Context: an optimization exercise on an open-source flow, tuned for small area, a short achievable clock period and few clock cycles per item. The choices shown serve that exercise and are no tape-out recipe. Where RTL was checked, it was by simulation tests only, not by an equivalence proof against the original. No activity file was given, so power comes from the tool's default toggle rates.

==> module top, before the edit <==
module top(
    input start, op, reset, clock,
    input [31:0] data_a, data_b,
    output busy, ready,
    output [31:0] data_o
);
reg st1, st2;    
always @(posedge clock or posedge reset)
begin
    if(reset == 1'b1)
    begin
        st1 <= 1'b0;
        st2 <= 1'b0;
    end
    else
    begin
        st1 <= start & ~st1 & ~st2;
        st2 <= st1;
    end
end
assign busy  = st1;
assign ready = st2;
wire [7:0] xa = data_a[30:23];
wire [7:0] xb = data_b[30:23];
wire a127 = (xa == 8'd127);
wire b127 = (xb == 8'd127);
wire [7:0] dba;
wire bor;
assign {bor, dba} = {1'b0, xb ^ 8'h80} - {1'b0, xa ^ 8'h80};
wire [7:0] dab = xa - xb;
wire gt = ~a127 & (b127 | bor);
wire [7:0] d = gt ? dab : dba;
wire big  = (d[7:5] != 3'd0) | (d[4:3] == 2'b11 && d[2:0] != 3'd0);   
wire eq24 = (d == 8'd24);
wire [4:0] amt = d[4:0] | {5{big}};    
wire comp = op ^ data_a[31] ^ data_b[31];
wire sg = (comp & ~gt) ? (op ^ data_b[31]) : data_a[31];
wire [23:0] ma = {1'b1, data_a[22:0]};
wire [23:0] mb = {1'b1, data_b[22:0]};
wire za = ~|data_a[22:0];
wire zb = ~|data_b[22:0];
wire [22:0] ml = gt ? ma[22:0] : mb[22:0];    
wire [23:0] ms = gt ? mb : ma;                
wire [24:0] sh = {ms, 1'b0} >> amt;
wire [23:0] s = sh[24:1];
wire g = sh[0];
wire er24 = eq24 & (gt ? zb : za);
wire [23:0] sx = {s[23:1], s[0] | (er24 & comp)};
reg [22:0] r_l;
reg [23:0] r_t;
reg r_g, r_nc, r_gt, r_sg;
always @(posedge clock)
begin
    r_l  <= ml;
    r_t  <= sx;
    r_g  <= g & ~comp;
    r_nc <= ~comp;
    r_gt <= gt;
    r_sg <= sg;
end
wire [23:0] lf = {1'b1, r_l};
wire [23:0] tt = r_t ^ {24{~r_nc}};    
wire [23:0] hp = lf ^ tt;
wire [23:0] hq = lf & tt;
wire x0  = hp[0];
wire q24 = hq[23];
wire [22:0] pp = hp[23:1] ^ hq[22:0];
wire [22:0] gg = hp[23:1] & hq[22:0];
reg [22:0] gc, pc;    
reg [22:0] gn, pn;
integer l, i, k;
always @*
begin
    gc = gg;
    pc = pp;
    for (l = 0; l < 5; l = l + 1)
    begin
        gn = gc;
        pn = pc;
        for (i = 0; i < 23; i = i + 1)
            if (i & (1 << l))
            begin
                k = ((i >> l) << l) - 1;
                gn[i] = gc[i] | (pc[i] & gc[k]);
                pn[i] = pc[i] & pc[k];
            end
        gc = gn;
        pc = pn;
    end
end    
wire ov = r_nc & (gc[22] | q24);
wire e  = r_g & (ov | x0);
wire [22:0] cin = {gc[21:0], 1'b0} | ({pc[21:0], 1'b1} & {23{e}});
wire [22:0] u = pp ^ cin;    
wire [22:0] fr = ov ? u : {u[21:0], x0 ^ r_g};
wire [7:0] xl = r_gt ? xa : xb;
wire [7:0] xo = xl + {7'd0, ov};
assign data_o = {r_sg, xo, fr};
endmodule
export LEC_CHECK = 0
export CAP_MARGIN = 20
export CORE_MARGIN = 2
export CORE_UTILIZATION = 60
export SETUP_SLACK_MARGIN = 3.0
export SLEW_MARGIN = 20
create_clock -name core_clock -period 9.0 [get_ports {clock}]
standard.sh (not shown) runs the stock make flow with config.mk's settings and CLKGATE_MAP_FILE= SYNTH_SCRIPT=/design/flow/synth_recipe.tcl, a recipe that flattens the netlist after the stock synthesis.
==> flow/flow/run.sh <==
#!/bin/bash
export BUFFER_PORTS_ARGS="-buffer_cell sky130_fd_sc_hd__buf_1"
bash standard.sh > standard.log 2>&1
Testbench counts at the start, summed over its fixed seeds: cycles 9,600, ops 3,200.
Change:
--- a/flow/design.v
+++ b/flow/design.v
@@ -94,6 +94,7 @@
 wire [22:0] u = pp ^ cin;    
 wire [22:0] fr = ov ? u : {u[21:0], x0 ^ r_g};
 wire [7:0] xl = r_gt ? xa : xb;
-wire [7:0] xo = xl + {7'd0, ov};
+wire [7:0] xl1 = xl + 8'd1;
+wire [7:0] xo = ov ? xl1 : xl;
 assign data_o = {r_sg, xo, fr};
 endmodule
- clock power went down by roughly a tenth
- wire length rose by a few percent
- via count goes up by a little under a tenth
- cell area climbs by a few percent
- worst setup slack improved by 4.5 ps
- maximum frequency stays flat
- die area rises by a few percent
- global-route usage is lower by 0.25 points
For the second run of this note, only the layout was checked, not whether the RTL still works.

---

run 1:
The RTL this note starts from:
==> flow/design.v <==
module top(
    input start, op, reset, clock,
    input [31:0] data_a, data_b,
    output busy, ready,
    output [31:0] data_o
);
reg st1, st2;    
always @(posedge clock or posedge reset)
begin
    if(reset == 1'b1)
    begin
        st1 <= 1'b0;
        st2 <= 1'b0;
    end
    else
    begin
        st1 <= start & ~st1 & ~st2;
        st2 <= st1;
    end
end
assign busy  = st1;
assign ready = st2;
wire [7:0] xa = data_a[30:23];
wire [7:0] xb = data_b[30:23];
wire a127 = (xa == 8'd127);
wire b127 = (xb == 8'd127);
wire [7:0] dba;
wire bor;
assign {bor, dba} = {1'b0, xb ^ 8'h80} - {1'b0, xa ^ 8'h80};
wire [7:0] dab = xa - xb;
wire gt = ~a127 & (b127 | bor);
wire [7:0] d = gt ? dab : dba;
wire big  = (d[7:5] != 3'd0) | (d[4:3] == 2'b11 && d[2:0] != 3'd0);   
wire eq24 = (d == 8'd24);
wire [4:0] amt = d[4:0] | {5{big}};    
wire comp = op ^ data_a[31] ^ data_b[31];
wire sg = (comp & ~gt) ? (op ^ data_b[31]) : data_a[31];
wire [23:0] ma = {1'b1, data_a[22:0]};
wire [23:0] mb = {1'b1, data_b[22:0]};
wire za = ~|data_a[22:0];
wire zb = ~|data_b[22:0];
wire [22:0] ml = gt ? ma[22:0] : mb[22:0];    
wire [23:0] ms = gt ? mb : ma;                
wire [24:0] sh = {ms, 1'b0} >> amt;
wire [23:0] s = sh[24:1];
wire g = sh[0];
wire er24 = eq24 & (gt ? zb : za);
wire [23:0] sx = {s[23:1], s[0] | (er24 & comp)};
reg [22:0] r_l;
reg [23:0] r_t;
reg r_g, r_nc, r_gt, r_sg;
always @(posedge clock)
begin
    r_l  <= ml;
    r_t  <= sx;
    r_g  <= g & ~comp;
    r_nc <= ~comp;
    r_gt <= gt;
    r_sg <= sg;
end
wire [23:0] lf = {1'b1, r_l};
wire [23:0] tt = r_t ^ {24{~r_nc}};    
wire [23:0] hp = lf ^ tt;
wire [23:0] hq = lf & tt;
wire x0  = hp[0];
wire q24 = hq[23];
wire [22:0] pp = hp[23:1] ^ hq[22:0];
wire [22:0] gg = hp[23:1] & hq[22:0];
reg [22:0] gc, pc;    
reg [22:0] gn, pn;
integer l, i, k;
always @*
begin
    gc = gg;
    pc = pp;
    for (l = 0; l < 5; l = l + 1)
    begin
        gn = gc;
        pn = pc;
        for (i = 0; i < 23; i = i + 1)
            if (i & (1 << l))
            begin
                k = ((i >> l) << l) - 1;
                gn[i] = gc[i] | (pc[i] & gc[k]);
                pn[i] = pc[i] & pc[k];
            end
        gc = gn;
        pc = pn;
    end
end    
wire ov = r_nc & (gc[22] | q24);
wire e  = r_g & (ov | x0);
wire [22:0] cin = {gc[21:0], 1'b0} | ({pc[21:0], 1'b1} & {23{e}});
wire [22:0] u = pp ^ cin;    
wire [22:0] fr = ov ? u : {u[21:0], x0 ^ r_g};
wire [7:0] xl = r_gt ? xa : xb;
wire [7:0] xo = xl + {7'd0, ov};
assign data_o = {r_sg, xo, fr};
endmodule
Settings: LEC_CHECK=0, CAP_MARGIN=20, CORE_MARGIN=2, CORE_UTILIZATION=60, SETUP_SLACK_MARGIN=2, SLEW_MARGIN=20; clock period 9.0 ns.
Scripts as last shown in full above: flow/flow/run.sh
Testbench counts of run 1, summed over its fixed seeds: cycles 9,600, ops 3,200.
## Diff of input files: run 2 against run 1
--- a/flow/design.v
+++ b/flow/design.v
@@ -45,27 +45,27 @@
 wire [23:0] s = sh[24:1];
 wire g = sh[0];
 wire er24 = eq24 & (gt ? zb : za);
-wire [23:0] sx = {s[23:1], s[0] | (er24 & comp)};
-reg [22:0] r_l;
-reg [23:0] r_t;
-reg r_g, r_nc, r_gt, r_sg;
+wire [23:0] t = comp ? ~{s[23:1], s[0] | er24} : s;
+wire [23:0] lf = {1'b1, ml};
+wire [23:0] hp = lf ^ t;
+wire [23:0] hq = lf & t;
+wire [22:0] up = hp[23:1] ^ hq[22:0];
+wire [22:0] ug = hp[23:1] & hq[22:0];
+reg [22:0] r_p, r_k;
+reg r_q24, r_x0, r_g, r_nc, r_gt, r_sg;
 always @(posedge clock)
 begin
-    r_l  <= ml;
-    r_t  <= sx;
-    r_g  <= g & ~comp;
-    r_nc <= ~comp;
-    r_gt <= gt;
-    r_sg <= sg;
+    r_p   <= up;
+    r_k   <= ug;
+    r_q24 <= hq[23];
+    r_x0  <= hp[0];
+    r_g   <= g & ~comp;
+    r_nc  <= ~comp;
+    r_gt  <= gt;
+    r_sg  <= sg;
 end
-wire [23:0] lf = {1'b1, r_l};
-wire [23:0] tt = r_t ^ {24{~r_nc}};    
-wire [23:0] hp = lf ^ tt;
-wire [23:0] hq = lf & tt;
-wire x0  = hp[0];
-wire q24 = hq[23];
-wire [22:0] pp = hp[23:1] ^ hq[22:0];
-wire [22:0] gg = hp[23:1] & hq[22:0];
+wire [22:0] pp = r_p;
+wire [22:0] gg = r_k;
 reg [22:0] gc, pc;    
 reg [22:0] gn, pn;
 integer l, i, k;
@@ -88,11 +88,11 @@
         pc = pn;
     end
 end    
-wire ov = r_nc & (gc[22] | q24);
-wire e  = r_g & (ov | x0);
+wire ov = r_nc & (gc[22] | r_q24);
+wire e  = r_g & (ov | r_x0);
 wire [22:0] cin = {gc[21:0], 1'b0} | ({pc[21:0], 1'b1} & {23{e}});
 wire [22:0] u = pp ^ cin;    
-wire [22:0] fr = ov ? u : {u[21:0], x0 ^ r_g};
+wire [22:0] fr = ov ? u : {u[21:0], r_x0 ^ r_g};
 wire [7:0] xl = r_gt ? xa : xb;
 wire [7:0] xo = xl + {7'd0, ov};
 assign data_o = {r_sg, xo, fr};
==> summary.txt <==
Run 2 reports a lower part of the cycle the worst path needs than run 1 does.
Layout overhead on the synthesized area: run 2 vs run 1 up 0.59 points
Between run 1 and run 2, footprint of the flip-flops and latches is higher for run 2, run 1 comes in under that.
Going from run 1 to run 2, the switching power summed over all nets was found to have gone up by about 15%.
Looking at smallest hold slack, run 2 sits 0.0037 ns below run 1.
Of run 1 and run 2, the lower routed wire length belongs to run 1.
Run 2 reports a higher setup slack than run 1 does.
The fmax of run 2 was superior to that of run 1.
Looking at die area, run 2 sits about 2% above run 1.
Testbench counts of run 2, summed over its fixed seeds: cycles 9,600, ops 3,200.

## what the ideal ports hide
How much do the figures lean on ideal ports? The routed layouts below were timed once more, with nothing changed but the port constraints. Step 1 sets driving cells, clkbuf_16 on the clock port and buf_2 on the other inputs (assumed; they add their load-dependent delay and slew). Step 2 adds t to the input delays and takes it off the output delays; t is the mean of the earliest and latest rising clock arrival at the registers after step 1. Input paths then give back, and output paths get back, about the clock's delay inside the block. a / b / c = ideal ports / drivers / drivers and shift; a / b = the first two.
| run | t (ns) | setup WS [ns] | hold WS [ns] | latest minus earliest clock arrival (ns) | pins driven straight from the clock port |
|---|---|---|---|---|---|
| the first run of note 1 | 0.343 | 3.092 / 3.056 / 2.773 | 0.423 / 0.423 / 0.423 | 0.007 / 0.007 | 1 |
| the second run of note 1 | 0.326 | 3.097 / 3.067 / 2.931 | 0.427 / 0.427 / 0.427 | 0.005 / 0.005 | 1 |
| run 1 | 0.342 | 2.332 / 2.300 / 2.066 | 0.425 / 0.425 / 0.425 | 0.022 / 0.022 | 1 |
| run 2 | 0.332 | 2.374 / 2.370 / 2.038 | 0.422 / 0.422 / 0.422 | 0.015 / 0.015 | 1 |
After both steps setup and hold are still met in every run listed. The setup slack of run 2, which loses most, moves by -0.004 ns with the drivers and by -0.336 ns with both steps.
